Background: an optimization exercise with open tools, aiming at small area and a short achievable clock period. Do not read the settings as production practice. Only simulation tests tie the RTL to the original design; equivalence was not proved.

==> flow/design.v (outline; a module is shown in full before it is edited, if it fits) <==
// module TRN_RMS: 415 lines
module TRN_RMS(
    input wire clk,
    input wire reset,
    input wire [19:0] data_in,
    output wire rms_tlast,
    output wire [39:0] result
);
  // ...
==> flow/flow/run.sh <==
#!/bin/bash
# Layout flow: the standard ORFS flow (standard.sh), with two changes:
#  - after the standard synthesis, the logic between the sample registers and
#    the squarer's carry-save registers (sq_s, sq_c) is replaced by the
#    hand-mapped tree in flow/tree.txt (flow/patch.py); registers are untouched;
#  - repair aims at a tighter setup margin, may resize across cell footprints,
#    and ports get buf_2 buffers.
set -euo pipefail
MARGIN=${MARGIN:-5.4}
R=$PWD/orfs/results/sky130hd/TRN_RMS/base
python3 - "$MARGIN" <<'PY'
import re, sys
s = open("standard.sh").read()
s2 = re.sub(r'SETUP_SLACK_MARGIN=\S+', 'SETUP_SLACK_MARGIN=' + sys.argv[1], s)
s2 = s2.replace('"${@:-finish}"', 'MATCH_CELL_FOOTPRINT=0 "${@:-finish}"')
assert s2.count('MATCH_CELL_FOOTPRINT=0') == 1 and 'SETUP_SLACK_MARGIN=' + sys.argv[1] in s2
open("my_standard.sh", "w").write(s2)
PY
export BUFFER_PORTS_ARGS="-buffer_cell sky130_fd_sc_hd__buf_2"
bash my_standard.sh "$R/1_2_yosys.v" > synth.log 2>&1
cp "$R/1_2_yosys.v" "$R/1_2_yosys_standard.v"
python3 flow/patch.py "$R/1_2_yosys_standard.v" flow/tree.txt "$R/1_2_yosys.v" > patch.log 2>&1
bash my_standard.sh > layout.log 2>&1
==> flow/flow/patch.py <==
#!/usr/bin/env python3
"""Replace the synthesized logic that feeds the registers named in a tree
file with the cells the tree file lists.  Registers are untouched.

usage: patch.py netlist.v tree.txt out.v
"""
import re, sys

src, treef, dst = sys.argv[1:4]
text = open(src).read()

cell_re = re.compile(r'^(\s*)(sky130_fd_sc_hd__\w+)\s+(\\\S+\s|\S+)\s*\((.*?)\);\n', re.S | re.M)
pin_re = re.compile(r'\.(\w+)\(\s*(\\\S+\s|[^()\s]+)\s*\)')
OUTPINS = {"X", "Y", "Q", "Q_N", "SUM", "COUT", "HI", "LO"}

cells = []
for m in cell_re.finditer(text):
    typ, inst, body = m.group(2), m.group(3).strip(), m.group(4)
    pins = {p: n.strip() for p, n in pin_re.findall(body)}
    cells.append({"typ": typ, "inst": inst, "pins": pins, "span": m.span()})

def is_ff(c):
    return "__df" in c["typ"]

drv, loads = {}, {}
for i, c in enumerate(cells):
    for p, n in c["pins"].items():
        if p in OUTPINS:
            assert n not in drv, "two drivers on " + n
            drv[n] = i
        else:
            loads.setdefault(n, []).append(i)

regs = {}
for i, c in enumerate(cells):
    if is_ff(c):
        name = re.sub(r'\$_.*$', '', c["inst"].lstrip("\\"))
        regs[name] = i

tree_cells, outs = [], []
for line in open(treef):
    f = line.split()
    if not f or f[0].startswith("#"):
        continue
    if f[0] == "CELL":
        tree_cells.append((f[1], f[2], dict(kv.split("=", 1) for kv in f[3:])))
    elif f[0] == "C":   # compact: C type pin=net ...
        tree_cells.append(("sky130_fd_sc_hd__" + f[1], "ti_%d" % len(tree_cells), dict(kv.split("=", 1) for kv in f[2:])))
    elif f[0] == "OUT":
        outs.append((f[1], f[2]))

def qnet(r):
    return cells[regs[r]]["pins"]["Q"]

rename = {}
roots = []
for r, net in outs:
    if r not in regs:
        sys.exit("patch: register %s not in netlist" % r)
    d = cells[regs[r]]["pins"]["D"]
    if net.startswith("reg:"):
        if d != qnet(net[4:]):
            sys.exit("patch: %s is not fed straight from %s" % (r, net[4:]))
        continue
    if net.startswith("port:"):
        if d != net[5:]:
            sys.exit("patch: %s is not fed straight from port %s" % (r, net[5:]))
        continue
    rename[net] = d
    roots.append(d)

# fan-in cone of the roots, up to registers and ports
cone = set()
stack = list(roots)
seen = set()
while stack:
    n = stack.pop()
    if n in seen:
        continue
    seen.add(n)
    i = drv.get(n)
    if i is None or is_ff(cells[i]):
        continue
    cone.add(i)
    for p, m in cells[i]["pins"].items():
        if p not in OUTPINS:
            stack.append(m)
# keep cone cells whose outputs are used outside the cone
rootset = set(roots)
changed = True
while changed:
    changed = False
    for i in list(cone):
        for p, n in cells[i]["pins"].items():
            if p in OUTPINS:
                users = loads.get(n, [])
                ext = [u for u in users if u not in cone and not (is_ff(cells[u]) and cells[u]["pins"].get("D") == n and n in rootset)]
                port = re.match(r'^(result|rms_tlast)\b', n) is not None
                if ext or port:
                    cone.discard(i)
                    changed = True
                    break
# anything still in the cone that feeds a kept cell must stay too
changed = True
while changed:
    changed = False
    for i in list(cone):
        for p, n in cells[i]["pins"].items():
            if p in OUTPINS and any(u not in cone and not is_ff(cells[u]) for u in loads.get(n, [])):
                cone.discard(i)
                changed = True

# nets the new cells use
def net_of(n):
    if n.startswith("reg:"):
        return qnet(n[4:])
    if n.startswith("port:"):
        return n[5:]
    return rename.get(n, "tn_" + n)

for i in cone:
    for p, n in cells[i]["pins"].items():
        if p in OUTPINS and n in rootset:
            pass
new_wires = set()
out = []
for typ, inst, pins in tree_cells:
    conn = []
    for p, n in pins.items():
        m = net_of(n)
        if m.startswith("tn_"):
            new_wires.add(m)
        conn.append("    .%s(%s)" % (p, m + " " if m.startswith("\\") else m))
    out.append("  %s %s (\n%s\n  );\n" % (typ, inst, ",\n".join(conn)))

# every root must now be driven by exactly one new cell
driven = {}
for typ, inst, pins in tree_cells:
    for p, n in pins.items():
        if p in OUTPINS:
            driven[net_of(n)] = driven.get(net_of(n), 0) + 1
for r in roots:
    if driven.get(r) != 1:
        sys.exit("patch: root %s driven %s times" % (r, driven.get(r)))
    i = drv.get(r)
    if i is not None and i not in cone:
        sys.exit("patch: root %s still driven by kept cell %s" % (r, cells[i]["inst"]))

pieces, last = [], 0
for i in sorted(cone, key=lambda i: cells[i]["span"][0]):
    a, b = cells[i]["span"]
    pieces.append(text[last:a])
    last = b
pieces.append(text[last:])
body = "".join(pieces)
decl = "".join("  wire %s;\n" % w for w in sorted(new_wires))
k = body.rindex("endmodule")
body = body[:k] + decl + "".join(out) + body[k:]
open(dst, "w").write(body)
sys.stderr.write("patch: removed %d cells, added %d cells\n" % (len(cone), len(tree_cells)))
==> flow/standard.sh <==
#!/bin/bash
# synth_recipe.tcl (not shown) runs the flow's synth.tcl, then flattens the netlist and writes it again
# the make line also repeats each setting of config.mk as NAME=value (left out here)
make -C /OpenROAD-flow-scripts/flow DESIGN_CONFIG=/design/flow/config.mk WORK_HOME=/design/flow/orfs CLKGATE_MAP_FILE= SYNTH_SCRIPT=/design/flow/synth_recipe.tcl "${@:-finish}"
==> flow/config.mk <==
export PLATFORM = sky130hd
export DESIGN_NAME = TRN_RMS
export DESIGN_NICKNAME = TRN_RMS
export VERILOG_FILES = /design/flow/design.v
export SDC_FILE = /design/flow/constraint.sdc
export NUM_CORES = 4
export LEC_CHECK = 0
export CAP_MARGIN = 20
export CORE_MARGIN = 2
export CORE_UTILIZATION = 70
export CTS_BUF_LIST = sky130_fd_sc_hd__clkbuf_8
export PLACE_DENSITY = 0.8
export SETUP_SLACK_MARGIN = 5
export SLEW_MARGIN = 20
export TNS_END_PERCENT = 100
==> flow/constraint.sdc <==
create_clock -name core_clock -period 8.0 [get_ports {clk}]
set_input_delay 1.6000 -clock core_clock [delete_from_list [all_inputs] [get_ports {clk}]]
set_output_delay 1.6000 -clock core_clock [all_outputs]
set_load 0.01 [all_outputs]
Not shown: flow/flow/tree.txt
==> metrics.md, run 1 <==
| Metric | Value |
|---|---|
| Status | `no timing/DRC/antenna violations` |
| Post-Layout Cell Count | `1488` |
| Ant. Diodes | `0` |
| Critical path depth | `6` |
| Fill cells | `808` |
| Reg2reg setup slack | `5300 ps` |
| Non-clock buffer count | `111` |
| Top reg by flops | `acc` |
| Max-Cap Viols | `0` |
| Min Hold Slack | `348.0 ps` |
| DP Area | `11070 um2` |
| Tapcells | `188` |
| I/O pin cnt | `63` |
| Synth warn | `1` |
| Critical Path Sink Type | `flop` |
| Hold path depth | `0` |
| First-pass GRT wire length | `38270 um` |
| GR Util met2 | `49.23%` |
| Worst Setup Start Kind | `flop` |
| Period utilisation layout | `33.80%` |
| WL met3 | `1881 um` |
| CTS tree | `built` |
| Layout Skew | `11.22 ps` |
| Initial antenna violation count | `0` |
| Final worst setup slack | `5296 ps` |
| Worst Hold Class | `reg2reg` |
| Setup-failing EPs final | `0` |
| Highest Clock Rate | `369.8 MHz` |
| Max-area cell class | `multi-input gates` |
| Via density | `5.510` |
| Post-route setup TNS | `0 ps` |
| Met2 wire length | `12620 um` |
| Hold Crit Start | `a19` |
==> run 2: changes to the inputs <==
--- a/flow/design.v
+++ b/flow/design.v
@@ -6,37 +6,39 @@
     output wire [39:0] result
 );
 wire [19:0] a = data_in[19] ? (~data_in + 20'd1) : data_in;
 reg [18:0] u;
 reg a19;
 reg [3:0] pre_s, pre_c;    
 reg [6:0] cnt;       
 reg tlast;
+reg started;         
+always @(posedge clk) begin
+    u <= a[18:0];
+    a19 <= a[19];
+    pre_s[0] <= (a[8] & a[10]) ^ (a[7] & a[11]);
+    pre_c[0] <= a[8] & a[10] & a[7] & a[11];
+    pre_s[1] <= (a[8] & a[11]) ^ (a[7] & a[12]);
+    pre_c[1] <= a[8] & a[11] & a[7] & a[12];
+    pre_s[2] <= (a[9] & a[11]) ^ (a[8] & a[12]);
+    pre_c[2] <= a[9] & a[11] & a[8] & a[12];
+    pre_s[3] <= (a[10] & a[11]) ^ (a[9] & a[12]);
+    pre_c[3] <= a[10] & a[11] & a[9] & a[12];
+end
 always @(posedge clk or posedge reset) begin
     if (reset) begin
-        u <= 19'd0;
-        a19 <= 1'b0;
-        pre_s <= 4'd0;
-        pre_c <= 4'd0;
         cnt <= 7'd0;
         tlast <= 1'b0;
+        started <= 1'b0;
     end else begin
-        u <= a[18:0];
-        a19 <= a[19];
-        pre_s[0] <= (a[8] & a[10]) ^ (a[7] & a[11]);
-        pre_c[0] <= a[8] & a[10] & a[7] & a[11];
-        pre_s[1] <= (a[8] & a[11]) ^ (a[7] & a[12]);
-        pre_c[1] <= a[8] & a[11] & a[7] & a[12];
-        pre_s[2] <= (a[9] & a[11]) ^ (a[8] & a[12]);
-        pre_c[2] <= a[9] & a[11] & a[8] & a[12];
-        pre_s[3] <= (a[10] & a[11]) ^ (a[9] & a[12]);
-        pre_c[3] <= a[10] & a[11] & a[9] & a[12];
         cnt <= cnt + 7'd1;
         tlast <= (cnt == 7'd127);
+        if (cnt == 7'd1)
+            started <= 1'b1;
     end
 end
   wire w689 = (u[0] & u[11]) ^ (u[1] & u[10]);
   wire w690 = (u[0] & u[11]) & (u[1] & u[10]);
   wire w692 = (u[0] & u[12]) ^ (u[1] & u[11]);
   wire w693 = (u[0] & u[12]) & (u[1] & u[11]);
   wire w695 = (u[0] & u[13]) ^ (u[1] & u[12]) ^ (u[2] & u[11]);
   wire w696 = ((u[0] & u[13]) & (u[1] & u[12])) | ((u[0] & u[13]) & (u[2] & u[11])) | ((u[1] & u[12]) & (u[2] & u[11]));
@@ -404,12 +406,12 @@
     sq_c[32] <= w1122;
     sq_c[33] <= w1125;
   end
   wire [44:0] row_s = {1'b0, 1'b0, 1'b0, 1'b0, 1'b0, 1'b0, sq_s[37], sq_s[36], sq_s[35], sq_s[34], sq_s[33], sq_s[32], sq_s[31], sq_s[30], sq_s[29], sq_s[28], sq_s[27], sq_s[26], sq_s[25], sq_s[24], sq_s[23], sq_s[22], sq_s[21], sq_s[20], sq_s[19], sq_s[18], sq_s[17], sq_s[16], sq_s[15], sq_s[14], sq_s[13], sq_s[12], sq_s[11], sq_s[10], sq_s[9], sq_s[8], sq_s[7], sq_s[6], sq_s[5], sq_s[4], sq_s[3], sq_s[2], sq_s[1], 1'b0, sq_s[0]};
   wire [44:0] row_c = {1'b0, 1'b0, 1'b0, 1'b0, 1'b0, 1'b0, 1'b0, 1'b0, sq_c[33], sq_c[32], sq_c[31], sq_c[30], sq_c[29], sq_c[28], sq_c[27], sq_c[26], sq_c[25], sq_c[24], sq_c[23], sq_c[22], sq_c[21], sq_c[20], sq_c[19], sq_c[18], sq_c[17], sq_c[16], sq_c[15], sq_c[14], sq_c[13], sq_c[12], sq_c[11], sq_c[10], sq_c[9], sq_c[8], sq_c[7], sq_c[6], sq_c[5], sq_c[4], sq_c[3], sq_c[2], sq_c[1], 1'b0, sq_c[0], 1'b0, 1'b0};
 reg [44:0] acc;
 wire [44:0] acc_sum = acc + row_s + row_c;
 always @(posedge clk)
-    acc <= (cnt == 7'd0) ? 45'd0 : acc_sum;
+    acc <= (cnt == 7'd0 || (cnt == 7'd1 && !started)) ? 45'd0 : acc_sum;
 assign rms_tlast = tlast;
 assign result = {2'b00, acc[44:7]};
 endmodule
--- a/flow/flow/run.sh
+++ b/flow/flow/run.sh
@@ -1,17 +1,17 @@
 #!/bin/bash
 # Layout flow: the standard ORFS flow (standard.sh), with two changes:
 #  - after the standard synthesis, the logic between the sample registers and
 #    the squarer's carry-save registers (sq_s, sq_c) is replaced by the
 #    hand-mapped tree in flow/tree.txt (flow/patch.py); registers are untouched;
 #  - repair aims at a tighter setup margin, may resize across cell footprints,
 #    and ports get buf_2 buffers.
 set -euo pipefail
-MARGIN=${MARGIN:-5.4}
+MARGIN=${MARGIN:-5.0}
 R=$PWD/orfs/results/sky130hd/TRN_RMS/base
 python3 - "$MARGIN" <<'PY'
 import re, sys
 s = open("standard.sh").read()
 s2 = re.sub(r'SETUP_SLACK_MARGIN=\S+', 'SETUP_SLACK_MARGIN=' + sys.argv[1], s)
 s2 = s2.replace('"${@:-finish}"', 'MATCH_CELL_FOOTPRINT=0 "${@:-finish}"')
 assert s2.count('MATCH_CELL_FOOTPRINT=0') == 1 and 'SETUP_SLACK_MARGIN=' + sys.argv[1] in s2
 open("my_standard.sh", "w").write(s2)
--- a/flow/flow/tree.txt
+++ b/flow/flow/tree.txt
@@ -689,317 +689,293 @@
 C o21ai_1 A1=tn1468 A2=gn1461 B1=gn1467 Y=g1555
 C nor2_1 A=tn1468 B=tn1462 Y=t1557
 C nor2_1 A=tn1475 B=tn1473 Y=t1559
 C nor2_1 A=tn1479 B=tn1477 Y=t1561
 C inv_1 A=g1483 Y=i1563
 C nor2_1 A=tn1249 B=i1563 Y=g1565
 C inv_1 A=gn1251 Y=i1567
 C a21oi_1 A1=t1485 A2=g1483 B1=i1567 Y=g1569
-C inv_1 A=tn1270 Y=i1571
-C inv_1 A=gn1269 Y=i1573
-C a21oi_1 A1=i1571 A2=g1487 B1=i1573 Y=g1575
-C nand2_1 A=i1571 B=t1489 Y=t1577
+C inv_1 A=g1487 Y=i1571
+C o21ai_1 A1=tn1270 A2=i1571 B1=gn1269 Y=g1573
+C inv_1 A=tn1270 Y=i1575
+C nand2_1 A=i1575 B=t1489 Y=t1577
 C a21oi_1 A1=t1493 A2=g1487 B1=g1491 Y=g1579
 C nand2_1 A=t1493 B=t1489 Y=t1581
-C inv_1 A=tn1294 Y=i1583
-C inv_1 A=gn1293 Y=i1585
-C a21oi_1 A1=i1583 A2=g1495 B1=i1585 Y=g1587
-C nand2_1 A=i1583 B=t1497 Y=t1589
+C inv_1 A=g1495 Y=i1583
+C o21ai_1 A1=tn1294 A2=i1583 B1=gn1293 Y=g1585
+C inv_1 A=tn1294 Y=i1587
+C nand2_1 A=i1587 B=t1497 Y=t1589
 C a21oi_1 A1=t1501 A2=g1495 B1=g1499 Y=g1591
 C nand2_1 A=t1501 B=t1497 Y=t1593
-C inv_1 A=tn1318 Y=i1595
-C inv_1 A=gn1317 Y=i1597
-C a21oi_1 A1=i1595 A2=g1503 B1=i1597 Y=g1599
-C nand2_1 A=i1595 B=t1505 Y=t1601
+C inv_1 A=g1503 Y=i1595
+C o21ai_1 A1=tn1318 A2=i1595 B1=gn1317 Y=g1597
+C inv_1 A=tn1318 Y=i1599
+C nand2_1 A=i1599 B=t1505 Y=t1601
 C a21oi_1 A1=t1509 A2=g1503 B1=g1507 Y=g1603
 C nand2_1 A=t1509 B=t1505 Y=t1605
-C inv_1 A=tn1342 Y=i1607
-C inv_1 A=gn1341 Y=i1609
-C a21oi_1 A1=i1607 A2=g1511 B1=i1609 Y=g1611
-C nand2_1 A=i1607 B=t1513 Y=t1613
+C inv_1 A=g1511 Y=i1607
+C o21ai_1 A1=tn1342 A2=i1607 B1=gn1341 Y=g1609
+C inv_1 A=tn1342 Y=i1611
+C nand2_1 A=i1611 B=t1513 Y=t1613
 C a21oi_1 A1=t1517 A2=g1511 B1=g1515 Y=g1615
 C nand2_1 A=t1517 B=t1513 Y=t1617
-C inv_1 A=tn1366 Y=i1619
-C inv_1 A=gn1365 Y=i1621
-C a21oi_1 A1=i1619 A2=g1519 B1=i1621 Y=g1623
-C nand2_1 A=i1619 B=t1521 Y=t1625
+C inv_1 A=g1519 Y=i1619
+C o21ai_1 A1=tn1366 A2=i1619 B1=gn1365 Y=g1621
+C inv_1 A=tn1366 Y=i1623
+C nand2_1 A=i1623 B=t1521 Y=t1625
 C a21oi_1 A1=t1525 A2=g1519 B1=g1523 Y=g1627
 C nand2_1 A=t1525 B=t1521 Y=t1629
-C inv_1 A=tn1390 Y=i1631
-C inv_1 A=gn1389 Y=i1633
-C a21oi_1 A1=i1631 A2=g1527 B1=i1633 Y=g1635
-C nand2_1 A=i1631 B=t1529 Y=t1637
+C inv_1 A=g1527 Y=i1631
+C o21ai_1 A1=tn1390 A2=i1631 B1=gn1389 Y=g1633
+C inv_1 A=tn1390 Y=i1635
+C nand2_1 A=i1635 B=t1529 Y=t1637
 C a21oi_1 A1=t1533 A2=g1527 B1=g1531 Y=g1639
 C nand2_1 A=t1533 B=t1529 Y=t1641
-C inv_1 A=tn1414 Y=i1643
-C inv_1 A=gn1413 Y=i1645
-C a21oi_1 A1=i1643 A2=g1535 B1=i1645 Y=g1647
-C nand2_1 A=i1643 B=t1537 Y=t1649
+C inv_1 A=g1535 Y=i1643
+C o21ai_1 A1=tn1414 A2=i1643 B1=gn1413 Y=g1645
+C inv_1 A=tn1414 Y=i1647
+C nand2_1 A=i1647 B=t1537 Y=t1649
 C a21oi_1 A1=t1541 A2=g1535 B1=g1539 Y=g1651
 C nand2_1 A=t1541 B=t1537 Y=t1653
-C inv_1 A=tn1438 Y=i1655
-C inv_1 A=gn1437 Y=i1657
-C a21oi_1 A1=i1655 A2=g1543 B1=i1657 Y=g1659
-C nand2_1 A=i1655 B=t1545 Y=t1661
+C inv_1 A=g1543 Y=i1655
+C o21ai_1 A1=tn1438 A2=i1655 B1=gn1437 Y=g1657
+C inv_1 A=tn1438 Y=i1659
+C nand2_1 A=i1659 B=t1545 Y=t1661
 C a21oi_1 A1=t1549 A2=g1543 B1=g1547 Y=g1663
 C nand2_1 A=t1549 B=t1545 Y=t1665
-C inv_1 A=tn1462 Y=i1667
-C inv_1 A=gn1461 Y=i1669
-C a21oi_1 A1=i1667 A2=g1551 B1=i1669 Y=g1671
-C nand2_1 A=i1667 B=t1553 Y=t1673
+C inv_1 A=g1551 Y=i1667
+C o21ai_1 A1=tn1462 A2=i1667 B1=gn1461 Y=g1669
+C inv_1 A=tn1462 Y=i1671
+C nand2_1 A=i1671 B=t1553 Y=t1673
 C a21oi_1 A1=t1557 A2=g1551 B1=g1555 Y=g1675
 C nand2_1 A=t1557 B=t1553 Y=t1677
 C inv_1 A=tn1477 Y=i1679
 C nand2_1 A=i1679 B=t1559 Y=t1681
 C nand2_1 A=t1561 B=t1559 Y=t1683
 C o21ai_1 A1=tn1258 A2=g1569 B1=gn1257 Y=g1685
 C inv_1 A=t1489 Y=i1687
-C inv_1 A=g1487 Y=i1689
-C o21ai_1 A1=i1687 A2=g1569 B1=i1689 Y=g1691
-C o21ai_1 A1=t1577 A2=g1569 B1=g1575 Y=g1693
+C o21ai_1 A1=i1687 A2=g1569 B1=i1571 Y=g1689
+C inv_1 A=g1573 Y=i1691
+C o21ai_1 A1=t1577 A2=g1569 B1=i1691 Y=g1693
 C o21ai_1 A1=t1581 A2=g1569 B1=g1579 Y=g1695
 C o21ai_1 A1=tn1306 A2=g1591 B1=gn1305 Y=g1697
 C nor2_1 A=tn1306 B=t1593 Y=t1699
 C inv_1 A=t1505 Y=i1701
-C inv_1 A=g1503 Y=i1703
-C o21ai_1 A1=i1701 A2=g1591 B1=i1703 Y=g1705
-C nor2_1 A=i1701 B=t1593 Y=t1707
-C o21ai_1 A1=t1601 A2=g1591 B1=g1599 Y=g1709
+C o21ai_1 A1=i1701 A2=g1591 B1=i1595 Y=g1703
+C nor2_1 A=i1701 B=t1593 Y=t1705
+C inv_1 A=g1597 Y=i1707
+C o21ai_1 A1=t1601 A2=g1591 B1=i1707 Y=g1709
 C nor2_1 A=t1601 B=t1593 Y=t1711
 C o21ai_1 A1=t1605 A2=g1591 B1=g1603 Y=g1713
 C nor2_1 A=t1605 B=t1593 Y=t1715
 C o21ai_1 A1=tn1354 A2=g1615 B1=gn1353 Y=g1717
 C nor2_1 A=tn1354 B=t1617 Y=t1719
 C inv_1 A=t1521 Y=i1721
-C inv_1 A=g1519 Y=i1723
-C o21ai_1 A1=i1721 A2=g1615 B1=i1723 Y=g1725
-C nor2_1 A=i1721 B=t1617 Y=t1727
-C o21ai_1 A1=t1625 A2=g1615 B1=g1623 Y=g1729
+C o21ai_1 A1=i1721 A2=g1615 B1=i1619 Y=g1723
+C nor2_1 A=i1721 B=t1617 Y=t1725
+C inv_1 A=g1621 Y=i1727
+C o21ai_1 A1=t1625 A2=g1615 B1=i1727 Y=g1729
 C nor2_1 A=t1625 B=t1617 Y=t1731
 C o21ai_1 A1=t1629 A2=g1615 B1=g1627 Y=g1733
 C nor2_1 A=t1629 B=t1617 Y=t1735
 C o21ai_1 A1=tn1402 A2=g1639 B1=gn1401 Y=g1737
 C nor2_1 A=tn1402 B=t1641 Y=t1739
 C inv_1 A=t1537 Y=i1741
-C inv_1 A=g1535 Y=i1743
-C o21ai_1 A1=i1741 A2=g1639 B1=i1743 Y=g1745
-C nor2_1 A=i1741 B=t1641 Y=t1747
-C o21ai_1 A1=t1649 A2=g1639 B1=g1647 Y=g1749
+C o21ai_1 A1=i1741 A2=g1639 B1=i1643 Y=g1743
+C nor2_1 A=i1741 B=t1641 Y=t1745
+C inv_1 A=g1645 Y=i1747
+C o21ai_1 A1=t1649 A2=g1639 B1=i1747 Y=g1749
 C nor2_1 A=t1649 B=t1641 Y=t1751
 C o21ai_1 A1=t1653 A2=g1639 B1=g1651 Y=g1753
 C nor2_1 A=t1653 B=t1641 Y=t1755
 C o21ai_1 A1=tn1450 A2=g1663 B1=gn1449 Y=g1757
 C nor2_1 A=tn1450 B=t1665 Y=t1759
 C inv_1 A=t1553 Y=i1761
-C inv_1 A=g1551 Y=i1763
-C o21ai_1 A1=i1761 A2=g1663 B1=i1763 Y=g1765
-C nor2_1 A=i1761 B=t1665 Y=t1767
-C o21ai_1 A1=t1673 A2=g1663 B1=g1671 Y=g1769
+C o21ai_1 A1=i1761 A2=g1663 B1=i1667 Y=g1763
+C nor2_1 A=i1761 B=t1665 Y=t1765
+C inv_1 A=g1669 Y=i1767
+C o21ai_1 A1=t1673 A2=g1663 B1=i1767 Y=g1769
 C nor2_1 A=t1673 B=t1665 Y=t1771
 C o21ai_1 A1=t1677 A2=g1663 B1=g1675 Y=g1773
 C nor2_1 A=t1677 B=t1665 Y=t1775
 C nor2_1 A=tn1481 B=t1683 Y=t1777
-C inv_1 A=tn1282 Y=i1779
-C inv_1 A=gn1281 Y=i1781
-C a21oi_1 A1=i1779 A2=g1695 B1=i1781 Y=g1783
-C a21oi_1 A1=t1497 A2=g1695 B1=g1495 Y=g1785
-C inv_1 A=t1589 Y=i1787
-C inv_1 A=g1587 Y=i1789
-C a21oi_1 A1=i1787 A2=g1695 B1=i1789 Y=g1791
-C inv_1 A=t1593 Y=i1793
-C inv_1 A=g1591 Y=i1795
-C a21oi_1 A1=i1793 A2=g1695 B1=i1795 Y=g1797
-C a21oi_1 A1=t1699 A2=g1695 B1=g1697 Y=g1799
-C a21oi_1 A1=t1707 A2=g1695 B1=g1705 Y=g1801
-C a21oi_1 A1=t1711 A2=g1695 B1=g1709 Y=g1803
-C a21oi_1 A1=t1715 A2=g1695 B1=g1713 Y=g1805
-C inv_1 A=tn1378 Y=i1807
-C inv_1 A=gn1377 Y=i1809
-C a21oi_1 A1=i1807 A2=g1733 B1=i1809 Y=g1811
-C nand2_1 A=i1807 B=t1735 Y=t1813
-C a21oi_1 A1=t1529 A2=g1733 B1=g1527 Y=g1815
-C nand2_1 A=t1529 B=t1735 Y=t1817
-C inv_1 A=t1637 Y=i1819
-C inv_1 A=g1635 Y=i1821
-C a21oi_1 A1=i1819 A2=g1733 B1=i1821 Y=g1823
-C nand2_1 A=i1819 B=t1735 Y=t1825
-C inv_1 A=t1641 Y=i1827
-C inv_1 A=g1639 Y=i1829
-C a21oi_1 A1=i1827 A2=g1733 B1=i1829 Y=g1831
-C nand2_1 A=i1827 B=t1735 Y=t1833
-C a21oi_1 A1=t1739 A2=g1733 B1=g1737 Y=g1835
-C nand2_1 A=t1739 B=t1735 Y=t1837
-C a21oi_1 A1=t1747 A2=g1733 B1=g1745 Y=g1839
-C nand2_1 A=t1747 B=t1735 Y=t1841
-C a21oi_1 A1=t1751 A2=g1733 B1=g1749 Y=g1843
-C nand2_1 A=t1751 B=t1735 Y=t1845
-C a21oi_1 A1=t1755 A2=g1733 B1=g1753 Y=g1847
-C nand2_1 A=t1755 B=t1735 Y=t1849
-C inv_1 A=tn1473 Y=i1851
-C nand2_1 A=i1851 B=g1773 Y=g1853
-C nand2_1 A=i1851 B=t1775 Y=t1855
-C nand2_1 A=t1559 B=g1773 Y=g1857
-C nand2_1 A=t1559 B=t1775 Y=t1859
-C inv_1 A=t1681 Y=i1861
-C nand2_1 A=i1861 B=g1773 Y=g1863
-C nand2_1 A=i1861 B=t1775 Y=t1865
-C inv_1 A=t1683 Y=i1867
-C nand2_1 A=i1867 B=g1773 Y=g1869
-C nand2_1 A=i1867 B=t1775 Y=t1871
-C nand2_1 A=t1777 B=g1773 Y=g1873
-C nand2_1 A=t1777 B=t1775 Y=t1875
-C o21ai_1 A1=tn1330 A2=g1805 B1=gn1329 Y=g1877
-C inv_1 A=t1513 Y=i1879
-C inv_1 A=g1511 Y=i1881
-C o21ai_1 A1=i1879 A2=g1805 B1=i1881 Y=g1883
-C o21ai_1 A1=t1613 A2=g1805 B1=g1611 Y=g1885
-C o21ai_1 A1=t1617 A2=g1805 B1=g1615 Y=g1887
-C inv_1 A=t1719 Y=i1889
-C inv_1 A=g1717 Y=i1891
-C o21ai_1 A1=i1889 A2=g1805 B1=i1891 Y=g1893
-C inv_1 A=t1727 Y=i1895
-C inv_1 A=g1725 Y=i1897
-C o21ai_1 A1=i1895 A2=g1805 B1=i1897 Y=g1899
-C inv_1 A=t1731 Y=i1901
-C inv_1 A=g1729 Y=i1903
-C o21ai_1 A1=i1901 A2=g1805 B1=i1903 Y=g1905
-C inv_1 A=t1735 Y=i1907
-C inv_1 A=g1733 Y=i1909
-C o21ai_1 A1=i1907 A2=g1805 B1=i1909 Y=g1911
-C o21ai_1 A1=t1813 A2=g1805 B1=g1811 Y=g1913
-C o21ai_1 A1=t1817 A2=g1805 B1=g1815 Y=g1915
-C o21ai_1 A1=t1825 A2=g1805 B1=g1823 Y=g1917
-C o21ai_1 A1=t1833 A2=g1805 B1=g1831 Y=g1919
-C o21ai_1 A1=t1837 A2=g1805 B1=g1835 Y=g1921
-C o21ai_1 A1=t1841 A2=g1805 B1=g1839 Y=g1923
-C o21ai_1 A1=t1845 A2=g1805 B1=g1843 Y=g1925
-C o21ai_1 A1=t1849 A2=g1805 B1=g1847 Y=g1927
-C inv_1 A=tn1426 Y=i1929
-C inv_1 A=gn1425 Y=i1931
-C a21oi_1 A1=i1929 A2=g1927 B1=i1931 Y=g1933
-C a21oi_1 A1=t1545 A2=g1927 B1=g1543 Y=g1935
-C inv_1 A=t1661 Y=i1937
-C inv_1 A=g1659 Y=i1939
-C a21oi_1 A1=i1937 A2=g1927 B1=i1939 Y=g1941
-C inv_1 A=t1665 Y=i1943
-C inv_1 A=g1663 Y=i1945
-C a21oi_1 A1=i1943 A2=g1927 B1=i1945 Y=g1947
-C a21oi_1 A1=t1759 A2=g1927 B1=g1757 Y=g1949
-C a21oi_1 A1=t1767 A2=g1927 B1=g1765 Y=g1951
-C a21oi_1 A1=t1771 A2=g1927 B1=g1769 Y=g1953
-C a21oi_1 A1=t1775 A2=g1927 B1=g1773 Y=g1955
-C inv_1 A=t1855 Y=i1957
-C inv_1 A=g1853 Y=i1959
-C a21oi_1 A1=i1957 A2=g1927 B1=i1959 Y=g1961
-C inv_1 A=t1859 Y=i1963
-C inv_1 A=g1857 Y=i1965
-C a21oi_1 A1=i1963 A2=g1927 B1=i1965 Y=g1967
-C inv_1 A=t1865 Y=i1969
-C inv_1 A=g1863 Y=i1971
-C a21oi_1 A1=i1969 A2=g1927 B1=i1971 Y=g1973
-C inv_1 A=t1871 Y=i1975
-C inv_1 A=g1869 Y=i1977
-C a21oi_1 A1=i1975 A2=g1927 B1=i1977 Y=g1979
-C inv_1 A=t1875 Y=i1981
-C inv_1 A=g1873 Y=i1983
-C a21oi_1 A1=i1981 A2=g1927 B1=i1983 Y=g1985
-C nor4_1 A=reg:cnt[0] B=reg:cnt[1] C=reg:cnt[2] D=reg:cnt[3] Y=cz1987
-C nor3_1 A=reg:cnt[4] B=reg:cnt[5] C=reg:cnt[6] Y=cz1988
-C and2_1 A=cz1987 B=cz1988 X=clr1989
-C inv_1 A=h1243 Y=x1993
-C nor2_1 A=clr1989 B=x1993 Y=d1995
-C xor2_1 A=reg:acc[1] B=gn1241 X=x1997
-C nor2_1 A=clr1989 B=x1997 Y=d1999
-C xnor2_1 A=w1130 B=g1483 Y=x2001
-C nor2_1 A=clr1989 B=x2001 Y=d2003
-C xnor2_1 A=h1253 B=g1565 Y=x2005
-C nor2_1 A=clr1989 B=x2005 Y=d2007
-C xor2_1 A=h1259 B=g1569 X=x2009
-C nor2_1 A=clr1989 B=x2009 Y=d2011
-C xnor2_1 A=h1265 B=g1685 Y=x2013
-C nor2_1 A=clr1989 B=x2013 Y=d2015
-C xnor2_1 A=h1271 B=g1691 Y=x2017
-C nor2_1 A=clr1989 B=x2017 Y=d2019
-C xnor2_1 A=h1277 B=g1693 Y=x2021
-C nor2_1 A=clr1989 B=x2021 Y=d2023
-C xnor2_1 A=h1283 B=g1695 Y=x2025
-C nor2_1 A=clr1989 B=x2025 Y=d2027
-C xor2_1 A=h1289 B=g1783 X=x2029
-C nor2_1 A=clr1989 B=x2029 Y=d2031
-C xor2_1 A=h1295 B=g1785 X=x2033
-C nor2_1 A=clr1989 B=x2033 Y=d2035
-C xor2_1 A=h1301 B=g1791 X=x2037
-C nor2_1 A=clr1989 B=x2037 Y=d2039
-C xor2_1 A=h1307 B=g1797 X=x2041
-C nor2_1 A=clr1989 B=x2041 Y=d2043
-C xor2_1 A=h1313 B=g1799 X=x2045
-C nor2_1 A=clr1989 B=x2045 Y=d2047
-C xor2_1 A=h1319 B=g1801 X=x2049
-C nor2_1 A=clr1989 B=x2049 Y=d2051
-C xor2_1 A=h1325 B=g1803 X=x2053
-C nor2_1 A=clr1989 B=x2053 Y=d2055
-C xor2_1 A=h1331 B=g1805 X=x2057
-C nor2_1 A=clr1989 B=x2057 Y=d2059
-C xnor2_1 A=h1337 B=g1877 Y=x2061
-C nor2_1 A=clr1989 B=x2061 Y=d2063
-C xnor2_1 A=h1343 B=g1883 Y=x2065
-C nor2_1 A=clr1989 B=x2065 Y=d2067
-C xnor2_1 A=h1349 B=g1885 Y=x2069
-C nor2_1 A=clr1989 B=x2069 Y=d2071
-C xnor2_1 A=h1355 B=g1887 Y=x2073
-C nor2_1 A=clr1989 B=x2073 Y=d2075
-C xnor2_1 A=h1361 B=g1893 Y=x2077
-C nor2_1 A=clr1989 B=x2077 Y=d2079
-C xnor2_1 A=h1367 B=g1899 Y=x2081
-C nor2_1 A=clr1989 B=x2081 Y=d2083
-C xnor2_1 A=h1373 B=g1905 Y=x2085
-C nor2_1 A=clr1989 B=x2085 Y=d2087
-C xnor2_1 A=h1379 B=g1911 Y=x2089
-C nor2_1 A=clr1989 B=x2089 Y=d2091
-C xnor2_1 A=h1385 B=g1913 Y=x2093
-C nor2_1 A=clr1989 B=x2093 Y=d2095
-C xnor2_1 A=h1391 B=g1915 Y=x2097
-C nor2_1 A=clr1989 B=x2097 Y=d2099
-C xnor2_1 A=h1397 B=g1917 Y=x2101
-C nor2_1 A=clr1989 B=x2101 Y=d2103
-C xnor2_1 A=h1403 B=g1919 Y=x2105
-C nor2_1 A=clr1989 B=x2105 Y=d2107
-C xnor2_1 A=h1409 B=g1921 Y=x2109
-C nor2_1 A=clr1989 B=x2109 Y=d2111
-C xnor2_1 A=h1415 B=g1923 Y=x2113
-C nor2_1 A=clr1989 B=x2113 Y=d2115
-C xnor2_1 A=h1421 B=g1925 Y=x2117
-C nor2_1 A=clr1989 B=x2117 Y=d2119
-C xnor2_1 A=h1427 B=g1927 Y=x2121
-C nor2_1 A=clr1989 B=x2121 Y=d2123
-C xor2_1 A=h1433 B=g1933 X=x2125
-C nor2_1 A=clr1989 B=x2125 Y=d2127
-C xor2_1 A=h1439 B=g1935 X=x2129
-C nor2_1 A=clr1989 B=x2129 Y=d2131
-C xor2_1 A=h1445 B=g1941 X=x2133
-C nor2_1 A=clr1989 B=x2133 Y=d2135
-C xor2_1 A=h1451 B=g1947 X=x2137
-C nor2_1 A=clr1989 B=x2137 Y=d2139
-C xor2_1 A=h1457 B=g1949 X=x2141
-C nor2_1 A=clr1989 B=x2141 Y=d2143
-C xor2_1 A=h1463 B=g1951 X=x2145
-C nor2_1 A=clr1989 B=x2145 Y=d2147
-C xor2_1 A=h1469 B=g1953 X=x2149
-C nor2_1 A=clr1989 B=x2149 Y=d2151
-C xor2_1 A=reg:acc[40] B=g1955 X=x2153
-C nor2_1 A=clr1989 B=x2153 Y=d2155
-C xor2_1 A=reg:acc[41] B=g1961 X=x2157
-C nor2_1 A=clr1989 B=x2157 Y=d2159
-C xor2_1 A=reg:acc[42] B=g1967 X=x2161
-C nor2_1 A=clr1989 B=x2161 Y=d2163
-C xor2_1 A=reg:acc[43] B=g1973 X=x2165
-C nor2_1 A=clr1989 B=x2165 Y=d2167
-C xor2_1 A=reg:acc[44] B=g1979 X=x2169
-C nor2_1 A=clr1989 B=x2169 Y=d2171
+C inv_1 A=g1695 Y=i1779
+C o21ai_1 A1=tn1282 A2=i1779 B1=gn1281 Y=g1781
+C a21oi_1 A1=t1497 A2=g1695 B1=g1495 Y=g1783
+C inv_1 A=t1589 Y=i1785
+C a21oi_1 A1=i1785 A2=g1695 B1=g1585 Y=g1787
+C o21ai_1 A1=t1593 A2=i1779 B1=g1591 Y=g1789
+C a21oi_1 A1=t1699 A2=g1695 B1=g1697 Y=g1791
+C a21oi_1 A1=t1705 A2=g1695 B1=g1703 Y=g1793
+C a21oi_1 A1=t1711 A2=g1695 B1=g1709 Y=g1795
+C a21oi_1 A1=t1715 A2=g1695 B1=g1713 Y=g1797
+C inv_1 A=g1733 Y=i1799
+C o21ai_1 A1=tn1378 A2=i1799 B1=gn1377 Y=g1801
+C inv_1 A=tn1378 Y=i1803
+C nand2_1 A=i1803 B=t1735 Y=t1805
+C a21oi_1 A1=t1529 A2=g1733 B1=g1527 Y=g1807
+C nand2_1 A=t1529 B=t1735 Y=t1809
+C inv_1 A=t1637 Y=i1811
+C a21oi_1 A1=i1811 A2=g1733 B1=g1633 Y=g1813
+C nand2_1 A=i1811 B=t1735 Y=t1815
+C o21ai_1 A1=t1641 A2=i1799 B1=g1639 Y=g1817
+C inv_1 A=t1641 Y=i1819
+C nand2_1 A=i1819 B=t1735 Y=t1821
+C a21oi_1 A1=t1739 A2=g1733 B1=g1737 Y=g1823
+C nand2_1 A=t1739 B=t1735 Y=t1825
+C a21oi_1 A1=t1745 A2=g1733 B1=g1743 Y=g1827
+C nand2_1 A=t1745 B=t1735 Y=t1829
+C a21oi_1 A1=t1751 A2=g1733 B1=g1749 Y=g1831
+C nand2_1 A=t1751 B=t1735 Y=t1833
+C a21oi_1 A1=t1755 A2=g1733 B1=g1753 Y=g1835
+C nand2_1 A=t1755 B=t1735 Y=t1837
+C inv_1 A=tn1473 Y=i1839
+C nand2_1 A=i1839 B=g1773 Y=g1841
+C nand2_1 A=i1839 B=t1775 Y=t1843
+C nand2_1 A=t1559 B=g1773 Y=g1845
+C nand2_1 A=t1559 B=t1775 Y=t1847
+C inv_1 A=t1681 Y=i1849
+C nand2_1 A=i1849 B=g1773 Y=g1851
+C nand2_1 A=i1849 B=t1775 Y=t1853
+C inv_1 A=t1683 Y=i1855
+C nand2_1 A=i1855 B=g1773 Y=g1857
+C nand2_1 A=i1855 B=t1775 Y=t1859
+C nand2_1 A=t1777 B=g1773 Y=g1861
+C nand2_1 A=t1777 B=t1775 Y=t1863
+C o21ai_1 A1=tn1330 A2=g1797 B1=gn1329 Y=g1865
+C inv_1 A=t1513 Y=i1867
+C o21ai_1 A1=i1867 A2=g1797 B1=i1607 Y=g1869
+C inv_1 A=g1609 Y=i1871
+C o21ai_1 A1=t1613 A2=g1797 B1=i1871 Y=g1873
+C o21ai_1 A1=t1617 A2=g1797 B1=g1615 Y=g1875
+C inv_1 A=g1797 Y=i1877
+C a21oi_1 A1=t1719 A2=i1877 B1=g1717 Y=g1879
+C a21oi_1 A1=t1725 A2=i1877 B1=g1723 Y=g1881
+C a21oi_1 A1=t1731 A2=i1877 B1=g1729 Y=g1883
+C a21oi_1 A1=t1735 A2=i1877 B1=g1733 Y=g1885
+C inv_1 A=t1805 Y=i1887
+C a21oi_1 A1=i1887 A2=i1877 B1=g1801 Y=g1889
+C o21ai_1 A1=t1809 A2=g1797 B1=g1807 Y=g1891
+C o21ai_1 A1=t1815 A2=g1797 B1=g1813 Y=g1893
+C inv_1 A=t1821 Y=i1895
+C a21oi_1 A1=i1895 A2=i1877 B1=g1817 Y=g1897
+C o21ai_1 A1=t1825 A2=g1797 B1=g1823 Y=g1899
+C o21ai_1 A1=t1829 A2=g1797 B1=g1827 Y=g1901
+C o21ai_1 A1=t1833 A2=g1797 B1=g1831 Y=g1903
+C o21ai_1 A1=t1837 A2=g1797 B1=g1835 Y=g1905
+C inv_1 A=g1905 Y=i1907
+C o21ai_1 A1=tn1426 A2=i1907 B1=gn1425 Y=g1909
+C a21oi_1 A1=t1545 A2=g1905 B1=g1543 Y=g1911
+C inv_1 A=t1661 Y=i1913
+C a21oi_1 A1=i1913 A2=g1905 B1=g1657 Y=g1915
+C o21ai_1 A1=t1665 A2=i1907 B1=g1663 Y=g1917
+C a21oi_1 A1=t1759 A2=g1905 B1=g1757 Y=g1919
+C a21oi_1 A1=t1765 A2=g1905 B1=g1763 Y=g1921
+C a21oi_1 A1=t1771 A2=g1905 B1=g1769 Y=g1923
+C a21oi_1 A1=t1775 A2=g1905 B1=g1773 Y=g1925
+C o21ai_1 A1=t1843 A2=i1907 B1=g1841 Y=g1927
+C o21ai_1 A1=t1847 A2=i1907 B1=g1845 Y=g1929
+C o21ai_1 A1=t1853 A2=i1907 B1=g1851 Y=g1931
+C o21ai_1 A1=t1859 A2=i1907 B1=g1857 Y=g1933
+C o21ai_1 A1=t1863 A2=i1907 B1=g1861 Y=g1935
+C nor3_1 A=reg:cnt[1] B=reg:cnt[2] C=reg:cnt[3] Y=cz1937
+C nor3_1 A=reg:cnt[4] B=reg:cnt[5] C=reg:cnt[6] Y=cz1938
+C nand2_1 A=reg:cnt[0] B=reg:started Y=cz1939
+C and3_1 A=cz1937 B=cz1938 C=cz1939 X=clr1940
+C inv_1 A=h1243 Y=x1945
+C nor2_1 A=clr1940 B=x1945 Y=d1947
+C xor2_1 A=reg:acc[1] B=gn1241 X=x1949
+C nor2_1 A=clr1940 B=x1949 Y=d1951
+C xnor2_1 A=w1130 B=g1483 Y=x1953
+C nor2_1 A=clr1940 B=x1953 Y=d1955
+C xnor2_1 A=h1253 B=g1565 Y=x1957
+C nor2_1 A=clr1940 B=x1957 Y=d1959
+C xor2_1 A=h1259 B=g1569 X=x1961
+C nor2_1 A=clr1940 B=x1961 Y=d1963
+C xnor2_1 A=h1265 B=g1685 Y=x1965
+C nor2_1 A=clr1940 B=x1965 Y=d1967
+C xnor2_1 A=h1271 B=g1689 Y=x1969
+C nor2_1 A=clr1940 B=x1969 Y=d1971
+C xnor2_1 A=h1277 B=g1693 Y=x1973
+C nor2_1 A=clr1940 B=x1973 Y=d1975
+C xnor2_1 A=h1283 B=g1695 Y=x1977
+C nor2_1 A=clr1940 B=x1977 Y=d1979
+C xnor2_1 A=h1289 B=g1781 Y=x1981
+C nor2_1 A=clr1940 B=x1981 Y=d1983
+C xor2_1 A=h1295 B=g1783 X=x1985
+C nor2_1 A=clr1940 B=x1985 Y=d1987
+C xor2_1 A=h1301 B=g1787 X=x1989
+C nor2_1 A=clr1940 B=x1989 Y=d1991
+C xnor2_1 A=h1307 B=g1789 Y=x1993
+C nor2_1 A=clr1940 B=x1993 Y=d1995
+C xor2_1 A=h1313 B=g1791 X=x1997
+C nor2_1 A=clr1940 B=x1997 Y=d1999
+C xor2_1 A=h1319 B=g1793 X=x2001
+C nor2_1 A=clr1940 B=x2001 Y=d2003
+C xor2_1 A=h1325 B=g1795 X=x2005
+C nor2_1 A=clr1940 B=x2005 Y=d2007
+C xor2_1 A=h1331 B=g1797 X=x2009
+C nor2_1 A=clr1940 B=x2009 Y=d2011
+C xnor2_1 A=h1337 B=g1865 Y=x2013
+C nor2_1 A=clr1940 B=x2013 Y=d2015
+C xnor2_1 A=h1343 B=g1869 Y=x2017
+C nor2_1 A=clr1940 B=x2017 Y=d2019
+C xnor2_1 A=h1349 B=g1873 Y=x2021
+C nor2_1 A=clr1940 B=x2021 Y=d2023
+C xnor2_1 A=h1355 B=g1875 Y=x2025
+C nor2_1 A=clr1940 B=x2025 Y=d2027
+C xor2_1 A=h1361 B=g1879 X=x2029
+C nor2_1 A=clr1940 B=x2029 Y=d2031
+C xor2_1 A=h1367 B=g1881 X=x2033
+C nor2_1 A=clr1940 B=x2033 Y=d2035
+C xor2_1 A=h1373 B=g1883 X=x2037
+C nor2_1 A=clr1940 B=x2037 Y=d2039
+C xor2_1 A=h1379 B=g1885 X=x2041
+C nor2_1 A=clr1940 B=x2041 Y=d2043
+C xor2_1 A=h1385 B=g1889 X=x2045
+C nor2_1 A=clr1940 B=x2045 Y=d2047
+C xnor2_1 A=h1391 B=g1891 Y=x2049
+C nor2_1 A=clr1940 B=x2049 Y=d2051
+C xnor2_1 A=h1397 B=g1893 Y=x2053
+C nor2_1 A=clr1940 B=x2053 Y=d2055
+C xor2_1 A=h1403 B=g1897 X=x2057
+C nor2_1 A=clr1940 B=x2057 Y=d2059
+C xnor2_1 A=h1409 B=g1899 Y=x2061
+C nor2_1 A=clr1940 B=x2061 Y=d2063
+C xnor2_1 A=h1415 B=g1901 Y=x2065
+C nor2_1 A=clr1940 B=x2065 Y=d2067
+C xnor2_1 A=h1421 B=g1903 Y=x2069
+C nor2_1 A=clr1940 B=x2069 Y=d2071
+C xnor2_1 A=h1427 B=g1905 Y=x2073
+C nor2_1 A=clr1940 B=x2073 Y=d2075
+C xnor2_1 A=h1433 B=g1909 Y=x2077
+C nor2_1 A=clr1940 B=x2077 Y=d2079
+C xor2_1 A=h1439 B=g1911 X=x2081
+C nor2_1 A=clr1940 B=x2081 Y=d2083
+C xor2_1 A=h1445 B=g1915 X=x2085
+C nor2_1 A=clr1940 B=x2085 Y=d2087
+C xnor2_1 A=h1451 B=g1917 Y=x2089
+C nor2_1 A=clr1940 B=x2089 Y=d2091
+C xor2_1 A=h1457 B=g1919 X=x2093
+C nor2_1 A=clr1940 B=x2093 Y=d2095
+C xor2_1 A=h1463 B=g1921 X=x2097
+C nor2_1 A=clr1940 B=x2097 Y=d2099
+C xor2_1 A=h1469 B=g1923 X=x2101
+C nor2_1 A=clr1940 B=x2101 Y=d2103
+C xor2_1 A=reg:acc[40] B=g1925 X=x2105
+C nor2_1 A=clr1940 B=x2105 Y=d2107
+C xnor2_1 A=reg:acc[41] B=g1927 Y=x2109
+C nor2_1 A=clr1940 B=x2109 Y=d2111
+C xnor2_1 A=reg:acc[42] B=g1929 Y=x2113
+C nor2_1 A=clr1940 B=x2113 Y=d2115
+C xnor2_1 A=reg:acc[43] B=g1931 Y=x2117
+C nor2_1 A=clr1940 B=x2117 Y=d2119
+C xnor2_1 A=reg:acc[44] B=g1933 Y=x2121
+C nor2_1 A=clr1940 B=x2121 Y=d2123
 OUT sq_s[0] reg:u[0]
 OUT sq_s[1] pp247
 OUT sq_s[2] pp253
 OUT sq_s[3] reg:u[2]
 OUT sq_s[4] w1032
 OUT sq_s[5] w1035
 OUT sq_s[6] w1038
 OUT sq_s[7] w1041
@@ -1062,61 +1038,61 @@
 OUT sq_c[26] w1104
 OUT sq_c[27] w1107
 OUT sq_c[28] w1110
 OUT sq_c[29] w1113
 OUT sq_c[30] w1116
 OUT sq_c[31] w1119
 OUT sq_c[32] w1122
 OUT sq_c[33] w1125
-OUT acc[0] d1995
-OUT acc[1] d1999
-OUT acc[2] d2003
-OUT acc[3] d2007
-OUT acc[4] d2011
-OUT acc[5] d2015
-OUT acc[6] d2019
-OUT acc[7] d2023
-OUT acc[8] d2027
-OUT acc[9] d2031
-OUT acc[10] d2035
-OUT acc[11] d2039
-OUT acc[12] d2043
-OUT acc[13] d2047
-OUT acc[14] d2051
-OUT acc[15] d2055
-OUT acc[16] d2059
-OUT acc[17] d2063
-OUT acc[18] d2067
-OUT acc[19] d2071
-OUT acc[20] d2075
-OUT acc[21] d2079
-OUT acc[22] d2083
-OUT acc[23] d2087
-OUT acc[24] d2091
-OUT acc[25] d2095
-OUT acc[26] d2099
-OUT acc[27] d2103
-OUT acc[28] d2107
-OUT acc[29] d2111
-OUT acc[30] d2115
-OUT acc[31] d2119
-OUT acc[32] d2123
-OUT acc[33] d2127
-OUT acc[34] d2131
-OUT acc[35] d2135
-OUT acc[36] d2139
-OUT acc[37] d2143
-OUT acc[38] d2147
-OUT acc[39] d2151
-OUT acc[40] d2155
-OUT acc[41] d2159
-OUT acc[42] d2163
-OUT acc[43] d2167
-OUT acc[44] d2171
+OUT acc[0] d1947
+OUT acc[1] d1951
+OUT acc[2] d1955
+OUT acc[3] d1959
+OUT acc[4] d1963
+OUT acc[5] d1967
+OUT acc[6] d1971
+OUT acc[7] d1975
+OUT acc[8] d1979
+OUT acc[9] d1983
+OUT acc[10] d1987
+OUT acc[11] d1991
+OUT acc[12] d1995
+OUT acc[13] d1999
+OUT acc[14] d2003
+OUT acc[15] d2007
+OUT acc[16] d2011
+OUT acc[17] d2015
+OUT acc[18] d2019
+OUT acc[19] d2023
+OUT acc[20] d2027
+OUT acc[21] d2031
+OUT acc[22] d2035
+OUT acc[23] d2039
+OUT acc[24] d2043
+OUT acc[25] d2047
+OUT acc[26] d2051
+OUT acc[27] d2055
+OUT acc[28] d2059
+OUT acc[29] d2063
+OUT acc[30] d2067
+OUT acc[31] d2071
+OUT acc[32] d2075
+OUT acc[33] d2079
+OUT acc[34] d2083
+OUT acc[35] d2087
+OUT acc[36] d2091
+OUT acc[37] d2095
+OUT acc[38] d2099
+OUT acc[39] d2103
+OUT acc[40] d2107
+OUT acc[41] d2111
+OUT acc[42] d2115
+OUT acc[43] d2119
+OUT acc[44] d2123
 OUT u[0] port:data_in[0]
 OUT u[1] ud140
 OUT u[2] ud144
 OUT u[3] ud148
 OUT u[4] ud152
 OUT u[5] ud156
 OUT u[6] ud160
 OUT u[7] ud164
==> run 2 against run 1 <==
  * Die area down 1.5%
  * Final cell count fell by 4.6%
  * Hold slack lost 3.8 ps
  * Synthesized cell count shrank 1.4%
  * Clock-buffer cell count increased by 1
  * Routed wire length shrank 20%
  * Still clean
  * Highest routed layer unchanged
  * Utilization down 6.3 points
  * Design area fell by 11%
  * Non-clock buffer count down 47
  * First-iteration DRC count decreased by 17%
==> metrics.md, run 2 <==
| Metric | Value |
|---|---|
| Status | `no timing/DRC/antenna violations` |
| H-tree Lvls | `4` |
| Max-Cap Viols | `0 (unchanged)` |
| Final min period | `2842 ps` |
| CTS Buf Count | `17` |
| Regs by FF count | `acc (45), sq_s (38), sq_c (34)` |
| Initial antenna violation count | `0 (unchanged)` |
| Die X | `127.1 um` |
| DP Area | `10850 um2 (-2.0%)` |
| Register Area | `3128 um2` |
| WL final | `20360 um` |
| Slew HR | `33.85%` |
| Starting utilization of the core area | `72.44%` |
| Core Area | `14640 um2` |
| Worst Setup Start Kind | `flop` |
| Die area | `16150 um2` |
| CTS max path bufs | `2` |
| Routability Congestion | `0.9366` |
| Root Buffer | `clkbuf_8` |
| GRT Overall Usage | `27.21%` |
| Area of the multi-input gates | `6805 um2` |
| Setup-failing EPs final | `0 (unchanged)` |
| Post-route antenna net violation count | `0` |
| Layout Skew | `14.83 ps (+3.611 ps)` |
| # DRC | `0` |
| Synthesized area per cell | `8.997 um2` |
| Layout overhead on the synthesized area | `6.959%` |
| CTS sink cnt | `154` |
| Via Count | `7536` |
| WL/cell | `14.34 um` |
| Number of flip-flops in the largest register | `45` |
| Crit-path cells | `inv_2 > nor2_1 > fa_1 > fa_1 > fa_1 > fa_1` |
| Crit Path Category | `reg2reg` |
| Post-DP HPWL | `15780 um` |
| Cell area after layout | `11350 um2` |
| Largest net degree at the start of global routing | `46` |
| First-pass GRT wire length | `34760 um (-9.2%)` |
| Highest Clock Rate | `351.9 MHz (-4.8%)` |
| CTS tree | `built` |
| RSZ-0062 raised after global routing | `no` |
| Final #Nets | `1432` |
| Leading cell types in the layout, fill and taps excluded | `nor2_1 (331), fa_1 (153), dfxtp_1 (145)` |
| Hold_buf cts | `0` |
| Max incr delay on CP | `540 ps` |
| Post-Syn Area | `10610 um2` |
| Most common cell after layout, fill and taps aside | `nor2_1` |
| GR Overflow Total | `0` |
| Crit path required time | `8320 ps` |
| Worst Hold Class | `reg2reg` |
| Fill cells | `988 (+22%)` |
| FP Rows | `44` |
| Crit Path Max Fanout | `7` |
| Vias in the first global route | `7513` |
| Post-route setup TNS | `0 ps (unchanged)` |
| Die Y | `127.1 um` |
| Clock-pin slew on the worst setup and hold paths | `80 ps` |
| I/O pin cnt | `63 (unchanged)` |
| CP Data Arrival Time | `3160 ps` |
| Ant. Diodes | `0 (unchanged)` |
| Iter 0 DRT Violations | `497` |
| Cells after Synth | `1179` |
| Top reg by flops | `acc` |
| Final hold violation count | `0` |
| Critical Path Sink Type | `flop` |
| Max-slew violations | `0` |
| Layout cell share with drive strength beyond 1 | `13.35%` |
| Port-buffer cells | `60` |
| Period utilisation layout | `35.52% (+1.7 points)` |
| Via density | `5.307 (-3.7%)` |
| Synth warn | `1 (unchanged)` |
| Crit-path most repeated cell | `fa_1` |
| Skew-Pair Late Insertion Delay | `460 ps` |
| CP max stage cell | `dfxtp_1` |
| DR pass1 iterations | `5` |
| Slew at the pin closest to its max-slew limit | `992.3 ps` |
[run 2: repair_timing]
item,in CTS,in global routing
gates resized for setup,6,12
endpoints found under the setup margin,13,18
pin swaps,0,2
setup buffers,0,3
[run 2: per-stage QoR]
stage / utilization, % / instances / hold slack [ps] / setup WS, ps
6_report: 77.48 / 1420 / 344.2 / 5159
5_1_grt: 77.48 / 1420 / 355.3 / 5007
3_5_place_dp: 74.09 / 1385 / 332.6 / 4349
3_3_place_gp: 74.09 / 1385 / 314.0 / 4466
4_1_cts: 76.95 / 1417 / 348.9 / 5057
2_1_floorplan: - / 1180 / 309.6 / 5060
[run 2: final timing paths]
check	from	endpoint	slack, ps	cells after the start
setup / recovery	u[1]	sq_c[14]	5160	6
hold / removal	a19	sq_s[37]	340	0
setup reg to reg	u[1]	sq_c[14]	5160	6
hold reg to reg	a19	sq_s[37]	340	0
max in group asynchronous	reset	tlast	6650	2
min in group asynchronous	reset	cnt[3]	1100	2
[run 2: layout make-up]
class | instances | share of cell area (%)
clock buffers | 19 | 2.305
flip-flops and latches | 154 | 27.57
well taps | 184 | 2.029
inverters | 119 | 3.937
repair buffers | 64 | 3.055
clock inverters | 13 | 1.125
multi-input cells | 867 | 59.98
[run 2: worst max-delay path, delay by kind of cell (launching register included)]
| family | cells | cell delay, ps |
|---|---|---|
| fa+ha+maj | 4 | 1840 |
| buf+inv | 1 | 140 |
| flops | 1 | 540 |
| simple gates | 1 | 190 |
[run 2: layer usage]
metal,wire (um),up-vias,global-route usage [%]
met5,0,-,0
met4,239,0,6.723
met3,1429,19,6.491
met2,9289,263,41.59
met1,9405,3607,39.92
li1,-,3647,-
==> run 3: changes to the inputs <==
--- a/flow/flow/run.sh
+++ b/flow/flow/run.sh
@@ -6,7 +6,7 @@
 #  - repair aims at a tighter setup margin, may resize across cell footprints,
 #    and ports get buf_2 buffers.
 set -euo pipefail
-MARGIN=${MARGIN:-5.0}
+MARGIN=${MARGIN:-4.7}
 R=$PWD/orfs/results/sky130hd/TRN_RMS/base
 python3 - "$MARGIN" <<'PY'
 import re, sys
==> run 3 against run 2 <==
  * Critical endpoint is now acc[36]
  * Clock skew about the same
  * Sequential share of layout area rose by 0.19 points
  * First-iteration DRC count up 1.8%
  * Largest cell class unchanged
==> metrics.md, run 3 <==
| Metric | Value |
|---|---|
| I/O pin cnt | `63 (unchanged)` |
| Core Area | `14640 um2 (unchanged)` |
| Iter 0 DRT Violations | `506 (+1.8%)` |
| First-pass GRT wire length | `34690 um (-0.20%)` |
| Crit Path Max Fanout | `12 (+5)` |
| Fill cells | `997 (+0.91%)` |
| Clock-pin slew on the worst setup and hold paths | `80 ps (about the same)` |
| Post-route antenna net violation count | `0 (unchanged)` |
| CTS tree | `built` |
| GRT Overall Usage | `27.14% (-0.073 points)` |
| Worst Setup Start Kind | `flop` |
| Top reg by flops | `acc` |
| WL final | `20200 um (-0.81%)` |
| Met2 wire length | `9267 um (-0.24%)` |
| Max-Cap Viols | `0 (unchanged)` |
| Critical Path Sink Type | `flop` |
| RSZ-0062 raised after global routing | `no` |
| Die Y | `127.1 um (unchanged)` |
| Hold_buf cts | `0 (unchanged)` |
| Starting utilization of the core area | `72.44% (unchanged)` |
| Layout overhead on the synthesized area | `6.228%` |
| Worst Hold Class | `reg2reg` |
| Regs by FF count | `acc (45), sq_s (38), sq_c (34)` |
| Layout cell share with drive strength beyond 1 | `12.41% (-0.94 points)` |
| CTS Buf Count | `17 (unchanged)` |
| Max-slew violations | `0 (unchanged)` |
| Root Buffer | `clkbuf_8` |
| Slew at the pin closest to its max-slew limit | `972.3 ps (-19.99 ps)` |
| Final min period | `2990 ps (+148.0 ps)` |
| DR pass1 iterations | `7 (+2)` |
| Post-DP HPWL | `15780 um (unchanged)` |
| # DRC | `0 (unchanged)` |
| CTS sink cnt | `154 (unchanged)` |
| Die X | `127.1 um (unchanged)` |
| Crit Path Category | `reg2reg` |
| Post-Syn Area | `10610 um2 (unchanged)` |
| Slew HR | `35.18% (+1.3 points)` |
| CP Data Arrival Time | `3290 ps (+130 ps)` |
| Post-route setup TNS | `0 ps (unchanged)` |
| Via density | `5.294 (-0.25%)` |
| Vias in the first global route | `7507 (-0.080%)` |
| FP Rows | `44 (unchanged)` |
| Largest net degree at the start of global routing | `46 (unchanged)` |
| Leading cell types in the layout, fill and taps excluded | `nor2_1 (334), fa_1 (153), dfxtp_1 (145)` |
| Final hold violation count | `0 (unchanged)` |
| M1 WL | `9333 um (-0.77%)` |
| Initial antenna violation count | `0 (unchanged)` |
| Port-buffer cells | `60 (unchanged)` |
| Synthesized area per cell | `8.997 um2 (unchanged)` |
| WL/cell | `14.25 um (-0.60%)` |
| Skew-Pair Late Insertion Delay | `450 ps (about the same)` |
| Postcts setup bufs | `0 (unchanged)` |
| Highest Clock Rate | `334.5 MHz (-5.0%)` |
| Final #Nets | `1429 (-0.21%)` |
| Cells after Synth | `1179 (unchanged)` |
| Synth warn | `1 (unchanged)` |
| Min Hold Slack | `344.1 ps (-0.07500 ps)` |
| Post-CTS sizing | `2 (-4)` |
| H-tree Lvls | `4 (unchanged)` |
| Status | `no timing/DRC/antenna violations` |
| Crit path required time | `8300 ps (-20 ps)` |
| GR Overflow Total | `0 (unchanged)` |
| WL met3 | `1407 um (-1.5%)` |
| Number of flip-flops in the largest register | `45 (unchanged)` |
| Via Count | `7501 (-0.46%)` |
| Ant. Diodes | `0 (unchanged)` |
| Die area | `16150 um2 (unchanged)` |
| Routability Congestion | `0.9366 (unchanged)` |
| Setup-failing EPs final | `0 (unchanged)` |
| Period utilisation layout | `37.37% (+1.9 points)` |
| CTS max path bufs | `2 (unchanged)` |
| Layout Skew | `14.50 ps (-0.3310 ps)` |
| Most common cell after layout, fill and taps aside | `nor2_1` |
| DR top layer | `met4` |
[run 3: worst max-delay path, cell delays in order (launching register included)]
cell     delay (ps)
dfxtp_1         330
fa_1            600
nor2_1           90
nor2_1          180
nand2_1         120
o21ai_4         300
a21oi_1         130
buf_4           220
o21ai_4         300
inv_1           190
o21ai_1         180
xnor2_1         140
nor2_1           50
[run 3: final timing paths]
kind,slack [ps],startpoint,end,cells past startpoint
setup reg to reg,5010,acc[5],acc[36],12
hold reg to reg,340,a19,sq_s[37],0
setup / recovery,5010,acc[5],acc[36],12
min in group asynchronous,1090,reset,cnt[3],2
hold / removal,340,a19,sq_s[37],0
max in group asynchronous,6650,reset,tlast,2
[run 3: per-stage QoR]
stage	setup slack, ps	area (um2)	utilization, %	instances
after floorplan	5060	10610	-	1180
after global placement	4466	10850	74.09	1385
after detailed placement	4349	10850	74.09	1385
after CTS	4764	11250	76.80	1417
after global routing	4792	11270	76.95	1417
final	5010	11270	76.95	1417
[run 3: area by class of cell]
cell class	count	area, um2	area share (%)
clock inverters	13	127.6	1.133
clock buffers	19	261.5	2.321
well taps	184	230.2	2.043
flip-flops and latches	154	3128	27.76
repair buffers	61	307.8	2.732
multi-input cells	867	6766	60.05
inverters	119	446.7	3.964
[run 3: per-layer routing]
| metal | vias up | track usage [%] |
|---|---|---|
| met5 | - | 0 |
| met4 | 0 | 6.723 |
| met3 | 15 | 6.491 |
| met2 | 254 | 41.40 |
| met1 | 3598 | 39.86 |
| li1 | 3634 | - |

==> what the ideal ports hide <==
Ports are ideal in the flow. The routed layouts listed here were re-timed in OpenROAD. Step 1, drivers: a clkbuf_16 drives clk and a buf_2 each remaining input, both assumed. Step 2 times the ports against the registers' clock, not the clock port: input delays grow and output delays shrink by t, the midpoint of the rising clock arrivals with the driver on. Three values: ideal, step 1, step 2; two values: the first two.
run	t, ns	setup WS [ns]	worst register clock-pin slew, ns	worst slew at a driven data input, ns
run 1	0.518	5.296 / 5.296 / 5.002	0.09 / 0.09	0.03
run 2	0.484	5.159 / 5.159 / 4.947	0.09 / 0.09	0.03
run 3	0.483	5.010 / 5.010 / 4.946	0.09 / 0.09	0.03
After both steps setup and hold are still met in every run listed. The setup slack of run 1, which loses most, moves by 0.000 ns with the drivers and by -0.294 ns with both steps.
